This design comes from an exercise in tuning for small area on the open sky130 flow, not from production work. Only simulation tests tie the RTL to the original design; equivalence was not proved. No activity file was given, so power comes from the tool's default toggle rates.

<file path="design/flow/config.mk">
export PLATFORM = sky130hd
export DESIGN_NAME = top2
export DESIGN_NICKNAME = top2
export VERILOG_FILES = /design/flow/design.v
export SDC_FILE = /design/flow/constraint.sdc
export NUM_CORES = 4
export LEC_CHECK = 0
export CAP_MARGIN = 15
export CORE_MARGIN = 2
export CORE_UTILIZATION = 55
export CTS_CLUSTER_DIAMETER = 80
export CTS_CLUSTER_SIZE = 25
export SLEW_MARGIN = 15
export SYNTH_HIERARCHICAL = 1
</file>
<file path="design/flow/constraint.sdc">
create_clock -name core_clock -period 15.0 [get_ports {clock}]
set_input_delay 3.0000 -clock core_clock [delete_from_list [all_inputs] [get_ports {clock}]]
set_output_delay 3.0000 -clock core_clock [all_outputs]
set_load 0.01 [all_outputs]
</file>
<file path="design/flow/design.v">
module top2(i_iodat,o_iodat,o_ioaddr,clock,rst,memread,memwrite_cs);
	input clock,rst;
	input[31:0] i_iodat;
	output[31:0] o_iodat;
	output[31:0] o_ioaddr;
	output memread;
	output memwrite_cs;
	localparam OP_R=7'h33, OP_I=7'h13, OP_L=7'h03, OP_JALR=7'h67, OP_S=7'h23,
	           OP_B=7'h63, OP_LUI=7'h37, OP_AUIPC=7'h17, OP_JAL=7'h6F;
	reg[31:0] pc;		 
	reg       nop;		 
	reg[31:0] d_ins;
	reg[31:0] e_a;		 
	reg[31:0] e_b;		 
	reg[4:0]  e_rd;
	reg[2:0]  e_f3;
	reg[6:0]  e_f7;
	reg       e_alu, e_sub;
	reg       e_L, e_S, e_B, e_W;
	reg[31:0] m_alu;
	reg[31:0] m_sd;		 
	reg[4:0]  m_rd;
	reg[2:0]  m_f3;
	reg       m_L, m_S, m_B, m_W;
	reg[31:0] w_data;
	reg[4:0]  w_rd;
	reg       w_wr, w_fwd;
	reg[31:0] rf[0:31];
	reg[31:0] vld;
	wire bus = m_L|m_S;
	assign memwrite_cs = m_S;
	assign memread = ~m_S;
	assign o_iodat = m_sd;
	assign o_ioaddr = bus ? m_alu : pc;
	reg[31:0] ld;
	always @(*) begin
		case(m_f3)
			3'h2: ld = i_iodat;
			3'h1: ld = {{16{i_iodat[15]}},i_iodat[15:0]};
			3'h0: ld = {{24{i_iodat[7]}},i_iodat[7:0]};
			3'h5: ld = {16'h0,i_iodat[15:0]};
			3'h4: ld = {24'h0,i_iodat[7:0]};
			default: ld = 32'h0;
		endcase
	end
	wire ldzero = (ld==32'h0);
	wire[31:0] ins = i_iodat;
	wire[6:0] f_op = ins[6:0];
	wire f_jal = (f_op==OP_JAL);
	wire f_auipc = (f_op==OP_AUIPC);
	wire skip = f_jal|f_auipc;
	wire[31:0] skip_addr = f_jal ? {{12{ins[31]}},ins[19:12],ins[20],ins[30:21],1'b0}
	                             : {ins[31:12],12'h0};
	wire[6:0] d_op = d_ins[6:0];
	wire[4:0] d_rd = d_ins[11:7];
	wire[2:0] d_f3 = d_ins[14:12];
	wire[4:0] d_rs1 = d_ins[19:15];
	wire[4:0] d_rs2 = d_ins[24:20];
	wire[6:0] d_f7 = d_ins[31:25];
	wire d_isR = (d_op==OP_R);
	wire d_isI = (d_op==OP_I);
	wire d_isL = (d_op==OP_L);
	wire d_isS = (d_op==OP_S);
	wire d_isB = (d_op==OP_B);
	wire d_isJALR = (d_op==OP_JALR);
	wire d_isJAL = (d_op==OP_JAL);
	wire d_isLUI = (d_op==OP_LUI);
	wire d_isAUIPC = (d_op==OP_AUIPC);
	localparam[223:0] RK = {7'h27,7'h77,7'h75,7'h12,7'h66,7'h65,7'h56,7'h57,
	                        7'h45,7'h54,7'h44,7'h34,7'h43,7'h33,7'h30,7'h03,
	                        7'h13,7'h10,7'h20,7'h50,7'h05,7'h02,7'h01,7'h55,
	                        7'h22,7'h11,7'h25,7'h15,7'h20,7'h01,7'h02,7'h00};
	wire d_noA = d_isJAL|d_isJALR|d_isAUIPC|d_isLUI;
	wire en1 = d_isB | ~d_noA;
	wire en2 = d_isB | d_isR;
	wire e_fw3 = ~(e_S|e_B|e_L);
	wire m_fw2 = ~(m_S|m_B);
	wire c1a = en1 & e_fw3 & (e_rd==d_rs1) & (e_rd!=5'h0);
	wire c2a = en1 & ~c1a & m_fw2 & (m_rd!=5'h0) & (m_rd==d_rs1) & (e_rd!=d_rs1);
	wire c3a = d_isB & ~c1a & ~c2a & w_fwd & (w_rd!=5'h0) & (e_rd!=d_rs1) & (m_rd!=d_rs1) & (w_rd==d_rs1);
	wire c1b = en2 & e_fw3 & (e_rd==d_rs2) & (e_rd!=5'h0);
	wire c2b = en2 & ~c1b & m_fw2 & (m_rd!=5'h0) & (m_rd==d_rs2) & (e_rd!=d_rs2);
	wire c3b = d_isB & ~c1b & ~c2b & w_fwd & (w_rd!=5'h0) & (e_rd!=d_rs2) & (m_rd!=d_rs2) & (w_rd==d_rs2);
	wire fex1 = c1a, fmem1 = c2a & ~m_L, fld1 = c2a & m_L & ~d_isB;
	wire fex2 = c1b, fmem2 = c2b & ~m_L, fld2 = c2b & m_L & ~d_isB;
	wire any1 = c1a | c2a | c3a;
	wire any2 = c1b | c2b | c3b;
	wire wt1 = w_wr & (w_rd==d_rs1);
	wire wt2 = w_wr & (w_rd==d_rs2);
	wire sw1 = (wt1 & ~any1) | c3a;
	wire sw2 = (wt2 & ~any2) | c3b;
	reg[31:0] sv1, sk1, sv2, sk2;
	integer ri;
	always @(*) begin
		for(ri=0; ri<32; ri=ri+1) begin
			sv1[ri] = (d_rs1==ri) & ~wt1 & ~any1 & vld[ri];
			sk1[ri] = (d_rs1==ri) & ~wt1 & ~any1 & ~vld[ri];
			sv2[ri] = (d_rs2==ri) & ~wt2 & ~any2 & vld[ri];
			sk2[ri] = (d_rs2==ri) & ~wt2 & ~any2 & ~vld[ri];
		end
	end
	reg[6:0] kd1, kd2;
	integer kb, ki;
	always @(*) begin
		for(kb=0; kb<7; kb=kb+1) begin
			kd1[kb] = 1'b0; kd2[kb] = 1'b0;
			for(ki=0; ki<32; ki=ki+1) if(RK[ki*7+kb]) begin
				kd1[kb] = kd1[kb] | sk1[ki];
				kd2[kb] = kd2[kb] | sk2[ki];
			end
		end
	end
	wire[31:0] aludat;
	wire[35:0] s1x = {fld1, fmem1, fex1, sw1, sv1};
	wire[35:0] s2x = {fld2, fmem2, fex2, sw2, sv2};
	wire[31:0] rd1, rd2;
	genvar gb, gk;
	generate for(gb=0; gb<32; gb=gb+1) begin: rdb
		wire[35:0] dx = {ld[gb], m_alu[gb], aludat[gb], w_data[gb],
		                 rf[31][gb], rf[30][gb], rf[29][gb], rf[28][gb], rf[27][gb], rf[26][gb],
		                 rf[25][gb], rf[24][gb], rf[23][gb], rf[22][gb], rf[21][gb], rf[20][gb], rf[19][gb],
		                 rf[18][gb], rf[17][gb], rf[16][gb], rf[15][gb], rf[14][gb], rf[13][gb], rf[12][gb],
		                 rf[11][gb], rf[10][gb], rf[9][gb], rf[8][gb], rf[7][gb], rf[6][gb], rf[5][gb],
		                 rf[4][gb], rf[3][gb], rf[2][gb], rf[1][gb], rf[0][gb]};
		wire[11:0] y1, y2;
		for(gk=0; gk<12; gk=gk+1) begin: grp
			rf_aoi u1(.a1(s1x[3*gk]), .a2(dx[3*gk]), .b1(s1x[3*gk+1]), .b2(dx[3*gk+1]),
			          .c1(s1x[3*gk+2]), .c2(dx[3*gk+2]), .y(y1[gk]));
			rf_aoi u2(.a1(s2x[3*gk]), .a2(dx[3*gk]), .b1(s2x[3*gk+1]), .b2(dx[3*gk+1]),
			          .c1(s2x[3*gk+2]), .c2(dx[3*gk+2]), .y(y2[gk]));
		end
		if(gb<7) begin: k
			assign rd1[gb] = ~&y1 | kd1[gb];
			assign rd2[gb] = ~&y2 | kd2[gb];
		end else begin: nk
			assign rd1[gb] = ~&y1;
			assign rd2[gb] = ~&y2;
		end
	end endgenerate
	wire[31:0] v1 = rd1;
	wire[31:0] v2 = rd2;
	wire jrb = d_isB & ((e_L & (e_rd==d_rs1 || e_rd==d_rs2)) |
	                    (~e_L & m_L & (m_rd==d_rs1 || m_rd==d_rs2)));
	wire beq = (v1==v2);
	wire blt31 = (v1[30:0] < v2[30:0]);
	wire blt = (v1[31]^v2[31]) ? v2[31] : blt31;
	reg bcond;
	always @(*) begin
		case(d_f3)
			3'h0: bcond = beq;
			3'h1: bcond = ~beq;
			3'h4: bcond = blt;
			3'h5: bcond = ~blt;
			3'h6: bcond = blt31;
			3'h7: bcond = ~blt31;
			default: bcond = 1'b0;
		endcase
	end
	wire jump = ~jrb & (d_isJALR | (d_isB & bcond));
	wire[21:0] jimm = (d_isJALR ? {{10{d_ins[31]}},d_ins[31:20]} :
	                   d_isJAL ? {d_ins[31],d_ins[31],d_ins[19:12],d_ins[20],d_ins[30:21],1'b0} :
	                   {{10{d_ins[31]}},d_ins[7],d_ins[30:25],d_ins[11:8],1'b0}) - 22'd4;
	wire lwb = d_isL & (f_op!=OP_B) & (d_rd==ins[19:15] || d_rd==ins[24:20]);
	wire stall = bus | lwb | jrb;
	wire hold = bus | lwb;
	wire jr = d_isJALR & ~skip & ~hold;
	wire c0 = jr & rd1[0] & jimm[0];
	wire[31:0] px = jrb ? 32'hfffffffc : hold ? 32'h0 :
	                skip ? skip_addr : {{10{jimm[21]}},jimm[21:1],c0};
	wire[31:0] py = jr ? {rd1[31:1],c0} : 32'h0;
	wire[31:0] cs_s = pc ^ px ^ py;
	wire[31:0] cs_c = (pc & px) | (pc & py) | (px & py);
	wire[31:0] xa = cs_s, xb = {cs_c[30:0],1'b0};
	wire[31:0] xg = xa & xb, xp = xa ^ xb;
	reg[31:0] xG, xP;
	integer xl, xj;
	always @(*) begin
		xG = xg; xP = xp;
		for(xl=1; xl<=5; xl=xl+1)
			for(xj=(1<<xl)-1; xj<32; xj=xj+(1<<xl)) begin
				xG[xj] = xG[xj] | (xP[xj] & xG[xj-(1<<(xl-1))]);
				xP[xj] = xP[xj] & xP[xj-(1<<(xl-1))];
			end
		for(xl=4; xl>0; xl=xl-1)
			for(xj=(1<<xl)+(1<<(xl-1))-1; xj<32; xj=xj+(1<<xl)) begin
				xG[xj] = xG[xj] | (xP[xj] & xG[xj-(1<<(xl-1))]);
				xP[xj] = xP[xj] & xP[xj-(1<<(xl-1))];
			end
	end
	wire[31:0] pc_x = xp ^ {xG[30:0],1'b0};
	wire[31:0] pc_4;
	wire[32:0] ic;
	assign ic[2] = 1'b1;
	assign pc_4[1:0] = pc[1:0];
	genvar ii;
	generate for(ii=2; ii<32; ii=ii+1) begin: inc
		assign pc_4[ii] = pc[ii] ^ ic[ii];
		assign ic[ii+1] = pc[ii] & ic[ii];
	end endgenerate
	wire[31:0] pc_nx = (stall|skip|jump) ? pc_x : pc_4;
	always @(posedge clock or negedge rst) begin
		if(!rst) begin
			pc <= 32'h4;
			nop <= 1'b0;
		end else begin
			nop <= m_L & ldzero;
			pc <= pc_nx;
		end
	end
	wire flush = nop | bus | lwb | jump | jrb;
	always @(posedge clock or negedge rst) begin
		if(!rst)
			{d_ins[11:0]} <= 12'h0;
		else if(flush)
			{d_ins[11:0]} <= 12'h0;
		else
			{d_ins[11:0]} <= ins[11:0];
	end
	always @(posedge clock) begin
		d_ins[31:12] <= ins[31:12];
	end
	wire d_pcrel = d_isJAL|d_isJALR|d_isAUIPC;
	reg[31:0] n_b;
	always @(*) begin
		case(d_op)
			OP_R, OP_S: n_b = rd2;
			OP_L: n_b = {{20{d_ins[31]}},d_ins[31:20]};
			OP_I: n_b = (d_f3==3'h1 || d_f3==3'h5) ? {27'h0,d_rs2} : {20'h0,d_ins[31:20]};
			OP_JAL: n_b = {{10{jimm[21]}},jimm};
			OP_LUI: n_b = {d_ins[31:12],12'h0};
			default: n_b = 32'h0;
		endcase
	end
	always @(posedge clock or negedge rst) begin
		if(!rst) begin
			e_rd <= 5'h0;
			e_L <= 1'b0; e_S <= 1'b0; e_B <= 1'b0; e_W <= 1'b0;
		end else begin
			e_rd <= d_rd;
			e_L <= d_isL; e_S <= d_isS; e_B <= d_isB; e_W <= (d_op!=7'h0) & ~d_isS & ~d_isB;
		end
	end
	always @(posedge clock) begin
		e_a <= d_isLUI ? 32'h0 : d_pcrel ? pc : rd1;
		e_b <= n_b;
		e_f3 <= d_f3; e_f7 <= d_f7;
		e_alu <= d_isR|d_isI;
		e_sub <= (d_isR & (d_f3==3'h0) & (d_f7==7'h20)) | d_isJAL;
	end
	wire[31:0] A = e_a;
	wire[31:0] B = e_S ? {{20{e_f7[6]}},e_f7,e_rd} : e_b;
	wire[2:0] op3 = e_alu ? e_f3 : 3'h0;
	wire inv = (op3==3'h0) ? e_sub : (op3==3'h2 || op3==3'h3);
	wire[31:0] Bx = B ^ {32{inv}};
	wire[31:0] ag = A & Bx;
	wire[31:0] ap = A ^ Bx;
	reg[31:0] aG, aP;
	integer al, aj;
	always @(*) begin
		aG = ag; aP = ap;
		aG[0] = ag[0] | (ap[0] & inv);
		for(al=1; al<=5; al=al+1)
			for(aj=(1<<al)-1; aj<32; aj=aj+(1<<al)) begin
				aG[aj] = aG[aj] | (aP[aj] & aG[aj-(1<<(al-1))]);
				aP[aj] = aP[aj] & aP[aj-(1<<(al-1))];
			end
		for(al=4; al>0; al=al-1)
			for(aj=(1<<al)+(1<<(al-1))-1; aj<32; aj=aj+(1<<al)) begin
				aG[aj] = aG[aj] | (aP[aj] & aG[aj-(1<<(al-1))]);
				aP[aj] = aP[aj] & aP[aj-(1<<(al-1))];
			end
	end
	wire[31:0] sum = ap ^ {aG[30:0],inv};
	wire cout = aG[31];
	function [31:0] rev(input[31:0] x);
		integer k;
		for(k=0; k<32; k=k+1) rev[k] = x[31-k];
	endfunction
	wire left = ~op3[2];
	wire[31:0] ra = rev(A);
	wire[31:0] s0n, s1, s2n, s3, s4n, shr;
	genvar si;
	generate for(si=0; si<32; si=si+1) begin: shf
		sh_mx2i m0(.a0(A[si]), .a1(ra[si]), .s(left), .yn(s0n[si]));
		if(si+1<32) begin: t1 sh_mx2i m(.a0(s0n[si]), .a1(s0n[si+1]), .s(B[0]), .yn(s1[si])); end
		else begin: f1 assign s1[si] = ~(s0n[si] | B[0]); end
		if(si+2<32) begin: t2 sh_mx2i m(.a0(s1[si]), .a1(s1[si+2]), .s(B[1]), .yn(s2n[si])); end
		else begin: f2 assign s2n[si] = ~(s1[si] & ~B[1]); end
		if(si+4<32) begin: t3 sh_mx2i m(.a0(s2n[si]), .a1(s2n[si+4]), .s(B[2]), .yn(s3[si])); end
		else begin: f3 assign s3[si] = ~(s2n[si] | B[2]); end
		if(si+8<32) begin: t4 sh_mx2i m(.a0(s3[si]), .a1(s3[si+8]), .s(B[3]), .yn(s4n[si])); end
		else begin: f4 assign s4n[si] = ~(s3[si] & ~B[3]); end
		if(si+16<32) begin: t5 sh_mx2i m(.a0(s4n[si]), .a1(s4n[si+16]), .s(B[4]), .yn(shr[si])); end
		else begin: f5 assign shr[si] = ~(s4n[si] | B[4]); end
	end endgenerate
	wire[31:0] shl = rev(shr);
	wire r_sum = (op3==3'h0), r_shl = (op3==3'h1), r_shr = (op3==3'h5);
	wire r_p = (op3==3'h4) | (op3==3'h6), r_g = (op3==3'h6) | (op3==3'h7);
	wire r_lt = (op3==3'h2) | (op3==3'h3);
	wire[31:0] alu_r;
	genvar ab;
	generate for(ab=0; ab<32; ab=ab+1) begin: ares
		wire ya, yb;
		rf_aoi u(.a1(r_sum), .a2(sum[ab]), .b1(r_shl), .b2(shl[ab]), .c1(r_shr), .c2(shr[ab]), .y(ya));
		if(ab==0) begin: lt
			rf_aoi v(.a1(r_p), .a2(ap[ab]), .b1(r_g), .b2(ag[ab]), .c1(r_lt), .c2(~cout), .y(yb));
		end else begin: nlt
			assign yb = ~((r_p & ap[ab]) | (r_g & ag[ab]));
		end
		assign alu_r[ab] = ~(ya & yb);
	end endgenerate
	assign aludat = alu_r;
	reg[31:0] sd;
	always @(*) begin
		case(e_f3)
			3'h0: sd = {24'h0,e_b[7:0]};
			3'h1: sd = {16'h0,e_b[15:0]};
			3'h2: sd = e_b;
			default: sd = 32'h0;
		endcase
	end
	always @(posedge clock or negedge rst) begin
		if(!rst) begin
			m_sd <= 32'h0; m_rd <= 5'h0;
			m_L <= 1'b0; m_S <= 1'b0; m_B <= 1'b0; m_W <= 1'b0;
		end else begin
			m_sd <= e_S ? sd : 32'h0;
			m_rd <= e_rd;
			m_L <= e_L; m_S <= e_S; m_B <= e_B; m_W <= e_W;
		end
	end
	always @(posedge clock) begin
		m_alu <= aludat;
		m_f3 <= e_f3;
	end
	always @(posedge clock or negedge rst) begin
		if(!rst) begin
			w_rd <= 5'h0; w_wr <= 1'b0; w_fwd <= 1'b0;
		end else begin
			w_rd <= m_rd;
			w_wr <= m_W;
			w_fwd <= ~(m_S|m_B);
		end
	end
	always @(posedge clock) begin
		w_data <= m_L ? ld : m_alu;
	end
	always @(posedge clock or negedge rst) begin
		if(!rst) vld <= 32'h0;
		else if(w_wr) vld[w_rd] <= 1'b1;
	end
	wire[31:0] we, wen;
	genvar wi, wb;
	generate for(wi=0; wi<32; wi=wi+1) begin: wr
		assign we[wi] = w_wr & (w_rd==wi);
		assign wen[wi] = ~we[wi];
		wire[31:0] nx;
		for(wb=0; wb<32; wb=wb+1) begin: b
			rf_hold h(.we(we[wi]), .d(w_data[wb]), .wen(wen[wi]), .q(rf[wi][wb]), .y(nx[wb]));
		end
		always @(posedge clock) rf[wi] <= nx;
	end endgenerate
endmodule
module sh_mx2i(input a0, input a1, input s, output yn);
	assign yn = ~(s ? a1 : a0);
endmodule
module rf_hold(input we, input d, input wen, input q, output y);
	assign y = (we & d) | (wen & q);
endmodule
module rf_aoi(input a1, input a2, input b1, input b2, input c1, input c2, output y);
	assign y = ~((a1&a2)|(b1&b2)|(c1&c2));
endmodule
</file>
<file path="design/flow/flow/run.sh">
#!/bin/bash
# The standard layout (standard.sh, all steps) with three settings changed:
# - the port buffers that global placement inserts are buf_1 cells instead of
#   the flow's default choice (every input and output port still gets one);
# - clock tree synthesis inserts no dummy loads (same clustering as
#   config.mk's CTS_CLUSTER_SIZE and CTS_CLUSTER_DIAMETER);
# - after global routing, gates off the critical paths are downsized where
#   slack allows (ORFS's RECOVER_POWER step, all paths).
# standard.sh's output goes to standard.log here; ORFS keeps each step's log
# under orfs/logs.
set -e
export BUFFER_PORTS_ARGS="-buffer_cell sky130_fd_sc_hd__buf_1"
export CTS_ARGS="-sink_clustering_enable -repair_clock_nets -sink_clustering_size 25 -sink_clustering_max_diameter 80 -dont_use_dummy_load"
export RECOVER_POWER=100
bash standard.sh > standard.log 2>&1
</file>
<file path="design/flow/standard.sh">
#!/bin/bash
# synth_recipe.tcl (not shown) runs the flow's synth.tcl, then flattens the netlist and writes it again
# the make line also repeats each setting of config.mk as NAME=value (left out here)
make -C /OpenROAD-flow-scripts/flow DESIGN_CONFIG=/design/flow/config.mk WORK_HOME=/design/flow/orfs CLKGATE_MAP_FILE= SYNTH_SCRIPT=/design/flow/synth_recipe.tcl "${@:-finish}"
</file>
==> notes.md, run 1 <==
| Parameter | Reported | Unit |
|:---|:---|:---|
| Launching element type of the critical path | flip-flop | - |
| Synthesized Nets | 5757 | - |
| Cell type of the slowest stage on the worst timing path | sky130_fd_sc_hd__clkbuf_1 | - |
| Combinational cell fraction of total power | 0.272 | - |
| Max Clock Skew | 0.129 | ns |
| Instance count of the mapped netlist | 5532 | - |
| Number of top-level design ports | 100 | - |
| Top area cells in the synthesized netlist | sky130_fd_sc_hd__dfxtp_1 39%, sky130_fd_sc_hd__a22o_1 15%, sky130_fd_sc_hd__a222oi_1 13% | - |
| Endpoint required time on the critical path | 15.55 | ns |
| FMAX | 85.7 | MHz |
| Cell total after placement | 7154 | - |
| Leakage | 25.6 | nW |
| Number of vias per cell | 8.54 | - |
| Routed WL per cell | 41.9 | microns |
| Number of fillers in the final layout | 9358 | - |
| Core Region | 109000 | sq um |
| Overall routing resource usage | 0.512 | - |
| Die Wd | 336 | microns |
| Yosys cell types | 81 | - |
| Post-CTS Hold Fix Bufs | 0 | - |
| Hold Path Class | reg2reg | - |
| Antenna violations before repair | 19 | - |
| Post-synthesis average cell area | 10.9 | sq um |
| R2R cell count | 28 | - |
| Most prevalent standard cell on the critical path | sky130_fd_sc_hd__a21oi_1 | - |
| CTS tree | done | - |
| Crit-path max cell delay | 1.52 | ns |
| Netlist area before placement | 60600 | sq um |
| Initial standard-cell utilization of the core | 0.556 | - |
| Longest Clk Path Bufs | 3 | - |
| Unrepaired setup endpoints after global routing | no | - |
| Post-CTS setup repair buffer count | 0 | - |
| Number of violations reported at the end of detailed-routing iteration 0 | 18.3k | - |
| Clk network pwr share | 0.208 | - |
| Run status | finished with violations | - |
| H-tree level count | 3 | - |
| Via Count | 61.7k | - |
| Max cap viols | 57 | - |
| Worst-case hold path end point | w_wr$_DFF_PN0_ | - |
| Final worst-path cycle share | 0.778 | - |
| Share of cells above drive strength 1 | 0.0651 | - |
| Most common library cells after synthesis | 1187 x sky130_fd_sc_hd__dfxtp_1, 1027 x sky130_fd_sc_hd__a22o_1, 801 x sky130_fd_sc_hd__a222oi_1 | - |
| Largest net degree at the start of global routing | 72 | - |
| CTS Buf Count | 67 | - |
| Headroom to the max-slew limit | -1.81 | - |
| Detailed placement HPWL | 198000 | microns |
| Post-cts repair resize count | 0 | - |
| Nets@finish | 6034 | - |
| Final core utilization | 0.601 | - |
| Signal arrival time at the worst endpoint | 12.21 | ns |
| Layout Area Growth over Synthesis | 8.25 | % |
| Clock slew seen by the registers of the worst setup and hold paths | 0.09 | ns |
| Post-synth EDFFs | 0 | - |
| Clock tree root buffer cell | sky130_fd_sc_hd__clkbuf_16 | - |
| Seq cells post-synth | 1321 | - |
| Routability-driven placement congestion ratio | 1.12 | - |
| First-pass GRT wire length | 420000 | microns |
| Launch instance of the worst register-to-register path | e_S$_DFF_PN0_ | - |
| Minimum setup slack among reg-to-reg paths | 3.34 | ns |
| Critical Path Sink Type | flip-flop | - |
| Number of global-route vias before repair | 55.6k | - |
| CTS sink count | 1321 | - |
| Die outline area | 113000 | sq um |
| Number of iterations in the first detailed-routing pass | 17 | - |
| Port bufs | 99 | - |
| Final non-filler cell total | 7225 | - |
| FF-to-FF End | pc[4]$_DFF_PN0_ | - |
| Height of the die | 336 | microns |
| Power, Total | 9.49 | mW |
| Transition at the pin with the smallest max-transition slack | 4.21 | ns |
| Yosys warns | 9 | - |
| Part of the Yosys area used for sequential elements | 0.448 | - |
| Maximum VDD drop | 0.000110 | V |
| Sum of negative setup slack | 0 | ns |
| Number of DRC violations after detailed routing | 0 | - |
| Startpoint of the lowest-slack hold path | m_W$_DFF_PN0_ | - |
| DP Area | 64200 | sq um |
| Clock latency on the worst-skew pair | 0.72 | ns |
| Cell accounting for the most synthesized area | sky130_fd_sc_hd__dfxtp_1 | - |
| Hold Crit Depth | 0 | - |
| Number of endpoints failing setup at the final stage | 0 | - |
| Post-layout minimum cycle time | 11.66 | ns |
| Share of flip-flops with an asynchronous set or reset | 0.101 | - |
| Category of the most critical setup path | reg2reg | - |
| Maximum fanout encountered on the critical timing path | 35 | - |
| Final wirelength | 303000 | microns |
| Most frequently used flop master after synthesis | sky130_fd_sc_hd__dfxtp_1 | - |
| Max Transition Viols Final | 1772 | - |
| Final Cell Area | 65600 | sq um |
| Relative contribution of sequential cells to total power | 0.520 | - |
| PwrDens | 145 | nW/um^2 |
| # rows | 121 | - |
| Final count of hold timing violations | 0 | - |
| Leading cell type by number of instances after synthesis | sky130_fd_sc_hd__dfxtp_1 | - |
| Total net switching power | 3.47 | mW |
| Total gr overflow | 0 | - |
| Switching Fraction | 0.366 | - |
| Fraction of synthesized cell area taken by the top area cell type | 0.392 | - |
| Cell-internal power | 6.02 | mW |
| Antenna-violating nets left | 0 | - |
| Violated Checks | capacitance limit, slew limit | - |
-- Yosys stat by module, one instance, submodules excluded --
module	area, sq um	times used	cells	flops+latches
sh_mx2i	10.0	161	1	0
rf_aoi	10.0	801	1	0
top2	42000	1	3546	1321
rf_hold	8.76	1024	1	0
-- layout make-up --
type / instances / area [sq um] / share of cell area
flip-flops and latches: 1321 / 27100 / 0.414
inverters: 145 / 544 / 0.00830
diodes: 4 / 10.0 / 0.000153
well taps: 1414 / 1770 / 0.0270
multi-input cells: 3938 / 32600 / 0.497
clock buffers: 67 / 1680 / 0.0256
repair buffers: 336 / 1860 / 0.0284
-- worst max-delay path, delay by kind of cell, from the launching register on --
kind	cells	cell delay, ns
flops	1	0.83
compound gates	10	2.73
mux	2	1.93
xor+xnor	1	0.15
simple gates	10	3.02
fa+ha+maj	3	1.19
buf+inv	2	1.64
-- how the worst max path moves through the flow --
stage / cells past startpoint / to / startpoint / slack, ns
5_1_grt: 28 / pc[4]$_DFF_PN0_ / e_S$_DFF_PN0_ / 2.87
6_report: 28 / pc[4]$_DFF_PN0_ / e_S$_DFF_PN0_ / 3.34
3_3_place_gp: 36 / pc[31]$_DFF_PN0_ / e_S$_DFF_PN0_ / 5.19
2_1_floorplan: 38 / pc[31]$_DFF_PN0_ / e_f3[0]$_DFF_P_ / 5.23
4_1_cts: 36 / pc[31]$_DFF_PN0_ / e_S$_DFF_PN0_ / 5.11
3_5_place_dp: 36 / pc[31]$_DFF_PN0_ / e_S$_DFF_PN0_ / 5.11
-- cell usage in the layout, fill, tap and decap left out, types with 67 or more instances in the layout --
| cell | n |
|---|---|
| sky130_fd_sc_hd__dfxtp_1 | 1186 |
| sky130_fd_sc_hd__a22o_1 | 1027 |
| sky130_fd_sc_hd__a222oi_1 | 801 |
| sky130_fd_sc_hd__nand4_1 | 206 |
| sky130_fd_sc_hd__nor2_1 | 206 |
| sky130_fd_sc_hd__nand2_1 | 205 |
| sky130_fd_sc_hd__mux2i_1 | 180 |
| sky130_fd_sc_hd__buf_4 | 160 |
| sky130_fd_sc_hd__inv_1 | 145 |
| sky130_fd_sc_hd__dfrtp_1 | 132 |
| sky130_fd_sc_hd__ha_1 | 129 |
| sky130_fd_sc_hd__nor3_1 | 126 |
| sky130_fd_sc_hd__a21oi_1 | 116 |
| sky130_fd_sc_hd__clkbuf_1 | 97 |
| sky130_fd_sc_hd__o21ai_0 | 84 |
| sky130_fd_sc_hd__buf_1 | 79 |
| sky130_fd_sc_hd__xor2_1 | 67 |
| sky130_fd_sc_hd__clkbuf_16 | 67 |
-- through the flow --
stage               setup slack (ns)  hold WS (ns)
floorplan                       5.23         0.326
global placement                5.19         0.344
detailed placement              5.11         0.337
CTS                             5.11         0.368
global route                    2.87         0.370
finish                          3.34         0.369
-- per-layer routing --
| metal | GRT usage | vias up | share of wire |
|---|---|---|---|
| li1 | - | 24200 | - |
| met1 | 0.661 | 29800 | 0.35 |
| met2 | 0.699 | 6359 | 0.39 |
| met3 | 0.213 | 1379 | 0.18 |
| met4 | 0.333 | 26 | 0.084 |
| met5 | 0.00809 | - | 0.00074 |
-- sequential cells by signal, summed over array words and instances, names as in the netlist, 7 cells and up --
name,count
rf,1024
d_ins,32
e_a,32
e_b,32
m_alu,32
m_sd,32
pc,32
vld,32
w_data,32
e_f7,7
-- power groups by stage --
stage          clock [mW]  sequential (mW)  combinational, mW
3_5_place_dp            0             4.95               2.44
3_3_place_gp            0             4.93               2.42
4_1_cts              1.96             4.88               2.46
2_1_floorplan           0             4.83               1.48
6_report             1.98             4.94               2.58
5_1_grt              2.07             4.99               2.70
-- cells by family after synthesis --
group	synth area share
multiplexers	0.0469
AO/OA/AOI/OAI	0.332
adder cells (fa/ha/maj)	0.0471
flip-flops	0.448
AND/OR/NAND/NOR	0.0903
XOR/XNOR	0.0187
buffers and inverters	0.0175
==> run 2, diff against run 1 <==
==> design/flow/flow/run.sh (replaced) <==
#!/bin/bash
# The standard layout (standard.sh, all steps) with two settings changed:
# - the port buffers that global placement inserts are buf_1 cells instead of
#   the flow's default choice (every input and output port still gets one);
# - clock tree synthesis inserts no dummy loads (same clustering as
#   config.mk's CTS_CLUSTER_SIZE and CTS_CLUSTER_DIAMETER).
# standard.sh's output goes to standard.log here; ORFS keeps each step's log
# under orfs/logs.
set -e
export BUFFER_PORTS_ARGS="-buffer_cell sky130_fd_sc_hd__buf_1"
export CTS_ARGS="-sink_clustering_enable -repair_clock_nets -sink_clustering_size 25 -sink_clustering_max_diameter 80 -dont_use_dummy_load"
bash standard.sh > standard.log 2>&1
==> run 2 against run 1 <==
Against the previous run: the run now finishes clean; final cell count hardly changed; largest power group unchanged; wire length decreased by 0.18%; critical path depth rose by 8; clock skew about the same; register-to-register slack better by 1.3 ns; non-clock buffer count unchanged; critical path type unchanged.
==> notes.md, run 2 <==
| Parameter | Reported | Unit |
|:---|:---|:---|
| Hold slack | 0.369 | ns |
| Critical Path Sink Type | flip-flop | - |
| Register with the highest flop count | rf | - |
| Height of the die | 336 | microns |
| Launching element type of the critical path | flip-flop | - |
| Most frequent standard cell in the layout excluding fill and tap cells | sky130_fd_sc_hd__dfxtp_1 | - |
| Port bufs | 99 | - |
| Antenna-violating nets left | 0 | - |
| Top area cells in the synthesized netlist | sky130_fd_sc_hd__dfxtp_1 39%, sky130_fd_sc_hd__a22o_1 15%, sky130_fd_sc_hd__a222oi_1 13% | - |
| Category of the most critical setup path | reg2reg | - |
| Die Wd | 336 | microns |
| Area taken by flip-flops and latches | 27100 | sq um |
| First-pass GRT wire length | 420000 | microns |
| Cell accounting for the most synthesized area | sky130_fd_sc_hd__dfxtp_1 | - |
| Final Cell Area | 65900 | sq um |
| Cell type of the slowest stage on the worst timing path | sky130_fd_sc_hd__a222oi_1 | - |
| Number of DRC violations after detailed routing | 0 | - |
| Post-synthesis average cell area | 10.9 | sq um |
| Clock tree root buffer cell | sky130_fd_sc_hd__clkbuf_16 | - |
| Via Count | 61.8k | - |
| Most common library cells after synthesis | 1187 x sky130_fd_sc_hd__dfxtp_1, 1027 x sky130_fd_sc_hd__a22o_1, 801 x sky130_fd_sc_hd__a222oi_1 | - |
| Commonest cells after routing, fill and taps aside | 1186 x sky130_fd_sc_hd__dfxtp_1, 1027 x sky130_fd_sc_hd__a22o_1, 801 x sky130_fd_sc_hd__a222oi_1 | - |
| Transition at the pin with the smallest max-transition slack | 1.43 | ns |
| Post-CTS setup repair buffer count | 0 | - |
| Netlist area before placement | 60600 | sq um |
| Layout Area Growth over Synthesis | 8.80 | % |
| Post-synth EDFFs | 0 | - |
| CTS tree | done | - |
| Synthesized Nets | 5757 | - |
| Fraction of synthesized cell area taken by the top area cell type | 0.392 | - |
| Sum of negative setup slack | 0 | ns |
| Flip-flop count of the largest register, all copies and words added | 1024 | - |
| Number of top-level design ports | 100 | - |
| Largest net degree at the start of global routing | 72 | - |
| Maximum fanout encountered on the critical timing path | 31 | - |
| Final non-filler cell total | 7229 | - |
| Number of endpoints failing setup at the final stage | 0 | - |
| Number of vias per cell | 8.54 | - |
| Final wirelength | 302000 | microns |
| Share of cells above drive strength 1 | 0.0849 | - |
| Part of the Yosys area used for sequential elements | 0.448 | - |
| Routed WL per cell | 41.8 | microns |
| Total gr overflow | 0 | - |
| Run status | timing/DRC/antenna clean | - |
| Signal arrival time at the worst endpoint | 10.90 | ns |
| Nets@finish | 6034 | - |
| Yosys cell types | 81 | - |
| Most frequently used flop master after synthesis | sky130_fd_sc_hd__dfxtp_1 | - |
| Final worst-path cycle share | 0.689 | - |
| Core Region | 109000 | sq um |
| Post-layout minimum cycle time | 10.34 | ns |
| Unrepaired setup endpoints after global routing | no | - |
| CTS sink count | 1321 | - |
| Number of global-route vias before repair | 55.6k | - |
| Clock slew seen by the registers of the worst setup and hold paths | 0.11 | ns |
| Max cap viols | 0 | - |
| Pre-CTS setup slack | 5.11 | ns |
| Antenna violations before repair | 17 | - |
| Final setup margin | 4.66 | ns |
| Number of iterations in the first detailed-routing pass | 15 | - |
| Overall routing resource usage | 0.512 | - |
| Number of violations reported at the end of detailed-routing iteration 0 | 17.9k | - |
| Initial standard-cell utilization of the core | 0.556 | - |
| Cell total after placement | 7154 | - |
| Headroom to the max-slew limit | 0.0407 | - |
| FMAX | 96.7 | MHz |
| Max Clock Skew | 0.129 | ns |
| Max Transition Viols Final | 0 | - |
| H-tree level count | 3 | - |
| Clock latency on the worst-skew pair | 0.72 | ns |
| Final count of hold timing violations | 0 | - |
| DP Area | 64200 | sq um |
| Detailed placement HPWL | 198000 | microns |
| Maximum VDD drop | 0.000110 | V |
| Seq cells post-synth | 1321 | - |
| Multi-input combinational cell area | 32600 | sq um |
| Routability-driven placement congestion ratio | 1.12 | - |
| Share of flip-flops with an asynchronous set or reset | 0.101 | - |
| CTS Buf Count | 67 | - |
| Endpoint required time on the critical path | 15.56 | ns |
| Hold Path Class | reg2reg | - |
| Yosys warns | 9 | - |
| Post-CTS Hold Fix Bufs | 0 | - |
| Longest Clk Path Bufs | 3 | - |
| Die outline area | 113000 | sq um |
| Number of fillers in the final layout | 9289 | - |
| Leading cell type by number of instances after synthesis | sky130_fd_sc_hd__dfxtp_1 | - |
| PwrDens | 144 | nW/um^2 |
| # rows | 121 | - |
| Leakage | 25.9 | nW |
| Instance count of the mapped netlist | 5532 | - |
| Post-cts repair resize count | 0 | - |
| Crit-path max cell delay | 0.91 | ns |
run 2: path summary, 6_finish.rpt:
| path | from | endpoint | slack, ns | cells past startpoint |
|---|---|---|---|---|
| max reg2reg | e_S$_DFF_PN0_ | pc[31]$_DFF_PN0_ | 4.66 | 36 |
| min | m_W$_DFF_PN0_ | w_wr$_DFF_PN0_ | 0.37 | 0 |
| max | e_S$_DFF_PN0_ | pc[31]$_DFF_PN0_ | 4.66 | 36 |
| max in group asynchronous | rst | m_sd[19]$_DFF_PN0_ | 10.92 | 2 |
| min in group asynchronous | rst | w_rd[2]$_DFF_PN0_ | 2.51 | 1 |
| min reg2reg | m_W$_DFF_PN0_ | w_wr$_DFF_PN0_ | 0.37 | 0 |
run 2: cell type report:
| class | instances | area share |
|---|---|---|
| clock buffer | 67 | 0.0254 |
| antenna | 8 | 0.000304 |
| sequential | 1321 | 0.412 |
| multi-input combinational | 3938 | 0.495 |
| timing repair buffer | 336 | 0.0327 |
| tap | 1414 | 0.0269 |
| inverter | 145 | 0.00826 |
run 2: report_power, final:
part           internal [mW]  switching, mW  total [mW]  leakage (nW)
logic                   1.02           1.57        2.60          13.8
registers               4.21          0.720        4.93          11.3
clock network          0.802           1.17        1.98         0.826
total                   6.04           3.47        9.51          25.9
run 2: layer usage:
metal,track usage,share of wire,vias up
li1,-,-,24200
met1,0.661,0.35,29900
met2,0.699,0.39,6300
met3,0.213,0.18,1389
met4,0.333,0.084,18
met5,0.00809,0.00052,-
run 2: kinds of logic (layout without fill, tap and decap cells):
group                    Yosys count  count (layout)  synth area share
AO/OA/AOI/OAI                   2288            2288             0.332
XOR/XNOR                         129             129            0.0187
adder cells (fa/ha/maj)          191             191            0.0471
buffers and inverters            273             548            0.0175
flip-flops                      1321            1321             0.448
multiplexers                     272             272            0.0469
other                              0               8                 0
AND/OR/NAND/NOR                 1058            1058            0.0903
run 2: per-module statistics from Yosys (local to each module, per instance):
module / flops+latches / times used / cell area (sq um)
sh_mx2i: 0 / 161 / 10.0
rf_hold: 0 / 1024 / 8.76
rf_aoi: 0 / 801 / 10.0
top2: 1321 / 1 / 42000
run 2: critical path: cells and delay by family (launching register included):
kind,cells,cell delay [ns]
adder cells (fa/ha/maj),5,2.04
flip-flops,1,0.84
XOR/XNOR,5,0.90
buffers and inverters,3,0.48
AO/OA/AOI/OAI,14,3.53
AND/OR/NAND/NOR,7,1.74
multiplexers,2,0.70
run 2: metrics by stage:
| stage | utilization | power [mW] |
|---|---|---|
| 2_1_floorplan | - | 6.31 |
| 6_report | 0.604 | 9.51 |
| 4_1_cts | 0.604 | 9.29 |
| 3_5_place_dp | 0.589 | 7.39 |
| 3_3_place_gp | 0.589 | 7.35 |
| 5_1_grt | 0.604 | 9.78 |
==> run 3, diff against run 2 <==
--- a/design/flow/config.mk
+++ b/design/flow/config.mk
@@ -6,9 +6,9 @@
 export NUM_CORES = 4
 export LEC_CHECK = 0
-export CAP_MARGIN = 15
+export CAP_MARGIN = 10
 export CORE_MARGIN = 2
 export CORE_UTILIZATION = 55
 export CTS_CLUSTER_DIAMETER = 80
 export CTS_CLUSTER_SIZE = 25
-export SLEW_MARGIN = 15
+export SLEW_MARGIN = 10
 export SYNTH_HIERARCHICAL = 1
==> run 3 against run 2 <==
Against the previous run: worst hold slack barely moved; power grew 0.13%; sequential share of layout area about the same; critical path type unchanged; largest cell class unchanged; highest routed layer unchanged.
==> notes.md, run 3 <==
| Parameter | Reported | Unit |
|:---|:---|:---|
| Flip-flop count of the largest register, all copies and words added | 1024 | - |
| Number of vias per cell | 8.54 | - |
| Fraction of synthesized cell area taken by the top area cell type | 0.392 | - |
| Antenna violations before repair | 17 | - |
| Transition at the pin with the smallest max-transition slack | 1.46 | ns |
| Launching element type of the critical path | flip-flop | - |
| Largest net degree at the start of global routing | 72 | - |
| Cell type of the slowest stage on the worst timing path | sky130_fd_sc_hd__a222oi_1 | - |
| Height of the die | 336 | microns |
| Overall routing resource usage | 0.512 | - |
| Maximum fanout encountered on the critical timing path | 31 | - |
| Area fraction in and, or, nand and nor cells after synthesis | 0.0903 | - |
| Netlist area before placement | 60600 | sq um |
| Clock slew seen by the registers of the worst setup and hold paths | 0.11 | ns |
| Total gr overflow | 0 | - |
| Leading cell type by number of instances after synthesis | sky130_fd_sc_hd__dfxtp_1 | - |
| Maximum VDD drop | 0.000111 | V |
| Part of the Yosys area used for sequential elements | 0.448 | - |
| Final worst-path cycle share | 0.689 | - |
| Most common library cells after synthesis | 1187 x sky130_fd_sc_hd__dfxtp_1, 1027 x sky130_fd_sc_hd__a22o_1, 801 x sky130_fd_sc_hd__a222oi_1 | - |
| Share of the synthesized netlist area taken by xor and xnor gates | 0.0187 | - |
| Max cap viols | 0 | - |
| Number of violations reported at the end of detailed-routing iteration 0 | 17.8k | - |
| Post-CTS setup repair buffer count | 0 | - |
| Initial standard-cell utilization of the core | 0.556 | - |
| Pre-CTS setup slack | 5.11 | ns |
| Post-cts repair resize count | 0 | - |
| CTS Buf Count | 67 | - |
| Number of fillers in the final layout | 9282 | - |
| Longest Clk Path Bufs | 3 | - |
| Number of global-route vias before repair | 55.6k | - |
| Number of DRC violations after detailed routing | 0 | - |
| Register with the highest flop count | rf | - |
| Hold Path Class | reg2reg | - |
| Critical Path Sink Type | flip-flop | - |
| Yosys cell types | 81 | - |
| Die outline area | 113000 | sq um |
| Layout Area Growth over Synthesis | 8.82 | % |
| Unrepaired setup endpoints after global routing | no | - |
| Instance count of the mapped netlist | 5532 | - |
| Combinational family with the most area after synthesis | compound AO/OA/AOI/OAI gates | - |
| Via Count | 61.7k | - |
| Endpoint required time on the critical path | 15.56 | ns |
| Most frequently used flop master after synthesis | sky130_fd_sc_hd__dfxtp_1 | - |
| Delay-heaviest family, CP | compound AO/OA/AOI/OAI gates | - |
| Mux contribution to synthesized area | 0.0469 | - |
| Yosys warns | 9 | - |
| Synthesized Nets | 5757 | - |
| # rows | 121 | - |
| Buffers and inverters on the worst path | 3 | - |
| H-tree level count | 3 | - |
| FMAX | 96.7 | MHz |
| Share of flip-flops with an asynchronous set or reset | 0.101 | - |
| Nets@finish | 6034 | - |
| First-pass GRT wire length | 420000 | microns |
| Signal arrival time at the worst endpoint | 10.91 | ns |
| Post-synthesis share of cell area spent on full adders, half adders and majority gates | 0.0471 | - |
| Final wirelength | 303000 | microns |
| Max Transition Viols Final | 0 | - |
| Cell accounting for the most synthesized area | sky130_fd_sc_hd__dfxtp_1 | - |
| Category of the most critical setup path | reg2reg | - |
| Most frequent standard cell in the layout excluding fill and tap cells | sky130_fd_sc_hd__dfxtp_1 | - |
| Headroom to the max-slew limit | 0.0195 | - |
| Commonest cells after routing, fill and taps aside | 1187 x sky130_fd_sc_hd__dfxtp_1, 1027 x sky130_fd_sc_hd__a22o_1, 801 x sky130_fd_sc_hd__a222oi_1 | - |
| Number of iterations in the first detailed-routing pass | 15 | - |
| Max Clock Skew | 0.126 | ns |
| Die Wd | 336 | microns |
| Crit-path max cell delay | 0.91 | ns |
| Number of top-level design ports | 100 | - |
| Number of endpoints failing setup at the final stage | 0 | - |
| Leakage | 25.9 | nW |
| CTS tree | done | - |
| Post-synthesis average cell area | 10.9 | sq um |
| Post-layout minimum cycle time | 10.34 | ns |
| Post-CTS Hold Fix Bufs | 0 | - |
| Post-synth EDFFs | 0 | - |
| Core Region | 109000 | sq um |
| Final core utilization | 0.605 | - |
| Top area cells in the synthesized netlist | sky130_fd_sc_hd__dfxtp_1 39%, sky130_fd_sc_hd__a22o_1 15%, sky130_fd_sc_hd__a222oi_1 13% | - |
| Antenna-violating nets left | 0 | - |
| Post-synthesis compound-gate area fraction | 0.332 | - |
| Clock tree root buffer cell | sky130_fd_sc_hd__clkbuf_16 | - |
| PwrDens | 144 | nW/um^2 |
| Routed WL per cell | 41.9 | microns |
| Run status | timing/DRC/antenna clean | - |
| Port bufs | 99 | - |
| Share of cells above drive strength 1 | 0.0847 | - |
| Seq cells post-synth | 1321 | - |
| CTS sink count | 1321 | - |
| Clock latency on the worst-skew pair | 0.71 | ns |
| Detailed placement HPWL | 198000 | microns |
| Sum of negative setup slack | 0 | ns |
| Routability-driven placement congestion ratio | 1.12 | - |
| Final count of hold timing violations | 0 | - |
| Final setup margin | 4.66 | ns |
## run 3: cell counts after synthesis
No cell type changed its count.
## run 3: logic make-up after synthesis
group / Yosys count
simple gates: 1058
fa+ha+maj: 191
mux: 272
buf+inv: 273
xor+xnor: 129
flops: 1321
compound gates: 2288
## run 3: worst register-to-register path: cells and delay by family (launching register included)
kind,cells,cell delay (ns)
AOI/OAI and AO/OA,14,3.52
buffers and inverters,3,0.49
DFF,1,0.83
muxes,2,0.70
and+or+nand+nor,7,1.76
adders and majority gates,5,2.04
xor gates and xnor gates,5,0.91
## run 3: final cells by class
class / instances / area [sq um] / area share
Timing Repair Buffer: 336 / 2150 / 0.0327
Antenna cell: 13 / 32.5 / 0.000494
Multi-Input combinational cell: 3938 / 32600 / 0.495
Clock buffer: 67 / 1680 / 0.0254
Inverter: 145 / 544 / 0.00826
Tap cell: 1414 / 1770 / 0.0268
Sequential cell: 1321 / 27100 / 0.411
## run 3: per-module statistics from Yosys, one instance, submodules excluded
| module | cells inside | times used | cell area (sq um) |
|---|---|---|---|
| top2 | 3546 | 1 | 42000 |
| sh_mx2i | 1 | 161 | 10.0 |
| rf_aoi | 1 | 801 | 10.0 |
| rf_hold | 1 | 1024 | 8.76 |
## run 3: stage by stage
step,instance area (sq um),power [mW],cells,hold slack [ns]
5_1_grt,65900,9.78,7221,0.370
4_1_cts,65900,9.29,7221,0.368
3_5_place_dp,64200,7.39,7154,0.337
3_3_place_gp,64200,7.35,7154,0.344
6_report,65900,9.52,7234,0.369
2_1_floorplan,60600,6.31,5532,0.326
## run 3: worst paths after layout
path	startpoint	slack (ns)	cells after the start	end
setup / recovery	e_S$_DFF_PN0_	4.66	36	pc[31]$_DFF_PN0_
hold / removal	m_W$_DFF_PN0_	0.37	0	w_wr$_DFF_PN0_
setup reg to reg	e_S$_DFF_PN0_	4.66	36	pc[31]$_DFF_PN0_
hold reg to reg	m_W$_DFF_PN0_	0.37	0	w_wr$_DFF_PN0_
max in group asynchronous	rst	10.92	2	nop$_DFF_PN0_
min in group asynchronous	rst	2.51	1	w_rd[2]$_DFF_PN0_
## run 3: routing by layer
metal | vias up | GRT usage | part of all wire
li1 | 24200 | - | -
met3 | 1386 | 0.213 | 0.18
met4 | 12 | 0.333 | 0.083
met5 | - | 0.00809 | 0.00021
met2 | 6294 | 0.699 | 0.39
met1 | 29900 | 0.661 | 0.35
## run 3: power breakdown
part,internal [mW],switching (mW),leakage [nW]
clock network,0.802,1.18,0.826
logic,1.03,1.58,13.8
registers,4.21,0.723,11.3
total,6.04,3.48,25.9

-- port drivers added, routing unchanged --
The results above use ideal ports. As a check the final layouts listed here were re-extracted and re-timed, cells and wires unchanged. Step 1 sets driving cells, clkbuf_16 on the clock port and buf_2 on the other inputs (assumed; they add their load-dependent delay and slew). Step 2 adds t to the input delays and takes it off the output delays; t is the mean of the earliest and latest rising clock arrival at the registers after step 1. Input paths then give back, and output paths get back, about the clock's delay inside the block. a / b / c = no drivers / after step 1 / after step 2; a / b = the first two.
run | t (ns) | slack for setup (ns) | pins driven straight from the clock port
run 1 | 0.738 | 3.335 / 3.335 / 3.335 | 1
run 2 | 0.736 | 4.660 / 4.660 / 4.660 | 1
run 3 | 0.735 | 4.658 / 4.658 / 4.658 | 1
